Background: an optimization exercise with open tools, aiming at small area. Do not read the settings as production practice. The RTL was checked by simulation tests, not by an equivalence proof against the original design. Power figures rest on the tool's default switching activity, not on a simulated workload.

Setup of main:
==> flow/design.v <==
module router_aoi222(input a1, a2, b1, b2, c1, c2, output y);
assign y = ~((a1 & a2) | (b1 & b2) | (c1 & c2));
endmodule
module router_nand5(input a, b, c, d, e, output y);
assign y = ~(a & b & c & d & e);
endmodule
module router_top(clock,resetn,read_enb_0,read_enb_1,read_enb_2,pkt_valid,data_in,data_out_0,data_out_1,data_out_2,vld_out_0,vld_out_1,vld_out_2,err,busy);
input clock,resetn,read_enb_0,read_enb_1,read_enb_2,pkt_valid;
input [7:0] data_in;
output [7:0] data_out_0,data_out_1,data_out_2;
output vld_out_0,vld_out_1,vld_out_2;
output reg err;
output busy;
localparam DECODER_ADDRESS    = 3'b000,
           WAIT_TILL_EMPTY    = 3'b100,
           LOAD_FIRST_DATA    = 3'b110,
           LOAD_DATA          = 3'b001,
           FIFO_FULL_STATE    = 3'b010,
           LOAD_AFTER_FULL    = 3'b011,
           LOAD_PARITY        = 3'b101,
           CHECK_PARITY_ERROR = 3'b111;
reg [2:0] state, next_state;
reg [1:0] addr, temp;
reg parity_done, low_pkt_valid, zero_par;
reg [7:0] dout, par;
wire [2:0] empty, full, soft_reset;
wire sr_any = |soft_reset;
wire s_dec  = (state == DECODER_ADDRESS);
wire s_wait = (state == WAIT_TILL_EMPTY);
wire s_lfd  = (state == LOAD_FIRST_DATA);
wire s_ld   = (state == LOAD_DATA);
wire s_full = (state == FIFO_FULL_STATE);
wire s_laf  = (state == LOAD_AFTER_FULL);
wire s_lp   = (state == LOAD_PARITY);
wire s_chk  = (state == CHECK_PARITY_ERROR);
reg fifo_full;
always @(*)
  case (temp)
    2'd0: fifo_full = full[0];
    2'd1: fifo_full = full[1];
    2'd2: fifo_full = full[2];
    default: fifo_full = 1'b0;
  endcase
reg empty_in, empty_addr;
always @(*) begin
  case (data_in[1:0])
    2'd0: empty_in = empty[0];
    2'd1: empty_in = empty[1];
    2'd2: empty_in = empty[2];
    default: empty_in = 1'b0;
  endcase
  case (addr)
    2'd0: empty_addr = empty[0];
    2'd1: empty_addr = empty[1];
    2'd2: empty_addr = empty[2];
    default: empty_addr = 1'b0;
  endcase
end
wire hdr_ok = pkt_valid & (data_in[1:0] != 2'b11);
always @(*) begin
  next_state = DECODER_ADDRESS;
  case (state)
    DECODER_ADDRESS:    next_state = hdr_ok ? (empty_in ? LOAD_FIRST_DATA : WAIT_TILL_EMPTY) : DECODER_ADDRESS;
    WAIT_TILL_EMPTY:    next_state = empty_addr ? LOAD_FIRST_DATA : WAIT_TILL_EMPTY;
    LOAD_FIRST_DATA:    next_state = LOAD_DATA;
    LOAD_DATA:          next_state = fifo_full ? FIFO_FULL_STATE : (pkt_valid ? LOAD_DATA : LOAD_PARITY);
    FIFO_FULL_STATE:    next_state = fifo_full ? FIFO_FULL_STATE : LOAD_AFTER_FULL;
    LOAD_AFTER_FULL:    next_state = parity_done ? DECODER_ADDRESS : (low_pkt_valid ? LOAD_PARITY : LOAD_DATA);
    LOAD_PARITY:        next_state = CHECK_PARITY_ERROR;
    CHECK_PARITY_ERROR: next_state = fifo_full ? FIFO_FULL_STATE : DECODER_ADDRESS;
  endcase
end
always @(posedge clock) begin
  if (!resetn || sr_any) begin
    state <= DECODER_ADDRESS;
    addr <= 2'b00;
  end else begin
    state <= next_state;
    addr <= data_in[1:0];
  end
end
always @(posedge clock)
  if (!resetn)
    temp <= 2'b00;
  else if (s_dec)
    temp <= data_in[1:0];
always @(posedge clock)
  if (!resetn)
    parity_done <= 1'b0;
  else
    parity_done <= (s_ld & ~fifo_full & ~pkt_valid) | (s_full & low_pkt_valid & ~parity_done);
always @(posedge clock)
  if (!resetn)
    low_pkt_valid <= 1'b0;
  else if (s_ld & ~pkt_valid)
    low_pkt_valid <= 1'b1;
always @(posedge clock)
  zero_par <= ~resetn | s_dec | s_wait;
always @(posedge clock)
  if (s_dec)
    par <= data_in;
  else if (s_ld)
    par <= par ^ data_in;
always @(posedge clock)
  err <= ~parity_done & ~zero_par & (|par);
always @(posedge clock)
  if (!(s_wait | s_lfd | s_laf | (s_full & ~fifo_full)))
    dout <= data_in;
assign busy = ~(s_dec | s_ld);
wire wr_any = (s_ld | s_lp | s_laf) & ~fifo_full;
wire [7:0] dout_q [0:2];
wire [2:0] read_enb = {read_enb_2, read_enb_1, read_enb_0};
genvar gi, gk, gb;
generate
  for (gi = 0; gi < 3; gi = gi + 1) begin : fifo
    reg [3:0] wr_ptr, lvl;
    reg [5:0] count;
    reg sr;
    reg [7:0] mem [0:14];
    reg [7:0] q;
    wire we = wr_any & (temp == gi);
    wire re = read_enb[gi];
    wire emp = (lvl == 4'd15);
    wire rd = re & ~emp;
    wire clr = ~resetn | sr;
    integer k;
    assign empty[gi] = emp;
    assign full[gi] = (wr_ptr == 4'd15) & (lvl == 4'd14);
    assign soft_reset[gi] = sr;
    assign dout_q[gi] = q;
    always @(posedge clock)
      if (we) begin
        mem[0] <= dout;
        for (k = 1; k < 15; k = k + 1)
          mem[k] <= mem[k-1];
      end
    always @(posedge clock)
      if (clr) begin
        wr_ptr <= 4'd0;
        lvl <= 4'd15;
      end else begin
        if (we)
          wr_ptr <= wr_ptr + 4'd1;
        if (we & ~rd)
          lvl <= lvl + 4'd1;
        else if (rd & ~we)
          lvl <= lvl - 4'd1;
      end
    wire [14:0] sel;
    for (gk = 0; gk < 15; gk = gk + 1) begin : dec
      assign sel[gk] = (lvl == gk) & ~clr;
    end
    wire [7:0] rdata;
    for (gb = 0; gb < 8; gb = gb + 1) begin : rbit
      wire [4:0] y;
      for (gk = 0; gk < 5; gk = gk + 1) begin : grp
        router_aoi222 g(.a1(sel[3*gk]), .a2(mem[3*gk][gb]),
                        .b1(sel[3*gk+1]), .b2(mem[3*gk+1][gb]),
                        .c1(sel[3*gk+2]), .c2(mem[3*gk+2][gb]), .y(y[gk]));
      end
      router_nand5 n(.a(y[0]), .b(y[1]), .c(y[2]), .d(y[3]), .e(y[4]), .y(rdata[gb]));
    end
    always @(posedge clock)
      if (clr | rd)
        q <= rdata;
    always @(posedge clock)
      if (!resetn) begin
        count <= 6'd0;
        sr <= 1'b0;
      end else if (!emp) begin
        if (!re && count == 6'd29) begin
          sr <= 1'b1;
          count <= 6'd0;
        end else begin
          sr <= 1'b0;
          count <= count + 6'd1;
        end
      end else
        sr <= 1'b0;
  end
endgenerate
assign data_out_0 = dout_q[0];
assign data_out_1 = dout_q[1];
assign data_out_2 = dout_q[2];
assign vld_out_0 = ~empty[0];
assign vld_out_1 = ~empty[1];
assign vld_out_2 = ~empty[2];
endmodule
clock: 5.0 ns
lec_check: 0
cap_margin: 20
core_margin: 2
core_utilization: 60
cts_buf_list: sky130_fd_sc_hd__clkbuf_16
cts_cluster_diameter: 100
cts_cluster_size: 30
place_density: 0.7
slew_margin: 20
synth_hierarchical: 1
standard.sh (not shown) runs the stock make flow with config.mk's settings and CLKGATE_MAP_FILE= SYNTH_SCRIPT=/design/flow/synth_recipe.tcl, a recipe that flattens the netlist after the stock synthesis.
==> flow/flow/run.sh <==
#!/bin/bash
# Own layout flow: the standard ORFS flow, with the ports buffered by the
# smallest buffer and a clock tree built without dummy loads. Make's output
# goes to flow_make.log; ORFS writes each step's log under orfs/logs/.
set -euo pipefail
CTS_ARGS="-sink_clustering_enable -repair_clock_nets -dont_use_dummy_load"
CTS_ARGS="$CTS_ARGS -buf_list sky130_fd_sc_hd__clkbuf_8"
CTS_ARGS="$CTS_ARGS -sink_clustering_size 20 -sink_clustering_max_diameter 80"
bash standard.sh "CTS_ARGS=$CTS_ARGS" \
  "BUFFER_PORTS_ARGS=-buffer_cell sky130_fd_sc_hd__buf_1" \
  finish > flow_make.log 2>&1
main completed; timing, DRC and antenna clean
--- input diff main..the feature branch ---
--- a/flow/design.v
+++ b/flow/design.v
@@ -1,8 +1,8 @@
 module router_aoi222(input a1, a2, b1, b2, c1, c2, output y);
 assign y = ~((a1 & a2) | (b1 & b2) | (c1 & c2));
 endmodule
-module router_nand5(input a, b, c, d, e, output y);
-assign y = ~(a & b & c & d & e);
+module router_rdsum(input a, b, c, d, e, h, q, output y);
+assign y = ~(a & b & c & d & e) | (h & q);
 endmodule
 module router_top(clock,resetn,read_enb_0,read_enb_1,read_enb_2,pkt_valid,data_in,data_out_0,data_out_1,data_out_2,vld_out_0,vld_out_1,vld_out_2,err,busy);
 input clock,resetn,read_enb_0,read_enb_1,read_enb_2,pkt_valid;
@@ -146,9 +146,11 @@
         else if (rd & ~we)
           lvl <= lvl - 4'd1;
       end
+    wire ld = rd & ~clr;
+    wire hold = ~rd & ~clr;
     wire [14:0] sel;
     for (gk = 0; gk < 15; gk = gk + 1) begin : dec
-      assign sel[gk] = (lvl == gk) & ~clr;
+      assign sel[gk] = (lvl == gk) & ld;
     end
     wire [7:0] rdata;
     for (gb = 0; gb < 8; gb = gb + 1) begin : rbit
@@ -158,11 +160,11 @@
                         .b1(sel[3*gk+1]), .b2(mem[3*gk+1][gb]),
                         .c1(sel[3*gk+2]), .c2(mem[3*gk+2][gb]), .y(y[gk]));
       end
-      router_nand5 n(.a(y[0]), .b(y[1]), .c(y[2]), .d(y[3]), .e(y[4]), .y(rdata[gb]));
+      router_rdsum n(.a(y[0]), .b(y[1]), .c(y[2]), .d(y[3]), .e(y[4]),
+                     .h(hold), .q(q[gb]), .y(rdata[gb]));
     end
     always @(posedge clock)
-      if (clr | rd)
-        q <= rdata;
+      q <= rdata;
     always @(posedge clock)
       if (!resetn) begin
         count <= 6'd0;
## What came out
The feature branch did not stop at any stage, and its layout met the timing, design-rule and antenna checks.
For met3 layer wire length in the routed design, dividing the value from main by the value from the feature branch gives 1.17.
Final design utilization was higher in main than in the feature branch.
Per the comparison of the feature branch with main, fraction of power consumed by combinational cells went down 1.4 points; combined area of all synthesized cells went down about 0.6%.
When the final numbers for the feature branch and main were put side by side, the remaining max-slew budget at the tightest pin turned out to be smaller in the feature branch.
Capturing instance or port of the critical path: fifo[0].q[7]$_DFFE_PP_ -> main, fifo[2].q[5]$_DFF_P_ -> the feature branch
Total via count in the routed design: the feature branch vs main up about 1.2%
In terms of portion of netlist area occupied by mux cells, the feature branch and main differ only marginally.

==> static timing again, ports no longer ideal <==
Ports are ideal in the flow. The routed layouts listed here were re-timed in OpenROAD. Step 1, drivers: a clkbuf_16 drives clock and a buf_2 each remaining input, both assumed. Step 2 times the ports against the registers' clock, not the clock port: input delays grow and output delays shrink by t, the midpoint of the rising clock arrivals with the driver on. Three values: ideal, step 1, step 2; two values: the first two.
run | shift t [ns] | setup WS [ns] | hold WS [ns] | latest minus earliest clock arrival (ns) | pins driven straight from the clock port
main | 0.629 | 1.578 / 1.591 / 0.963 | 0.440 / 0.440 / 0.440 | 0.057 / 0.057 | 1
the feature branch | 0.630 | 1.868 / 1.868 / 1.338 | 0.418 / 0.418 / 0.418 | 0.022 / 0.022 | 1
After both steps every run listed still meets setup and hold. The setup slack of main, which loses most, moves by +0.013 ns with the drivers and by -0.615 ns with both steps.
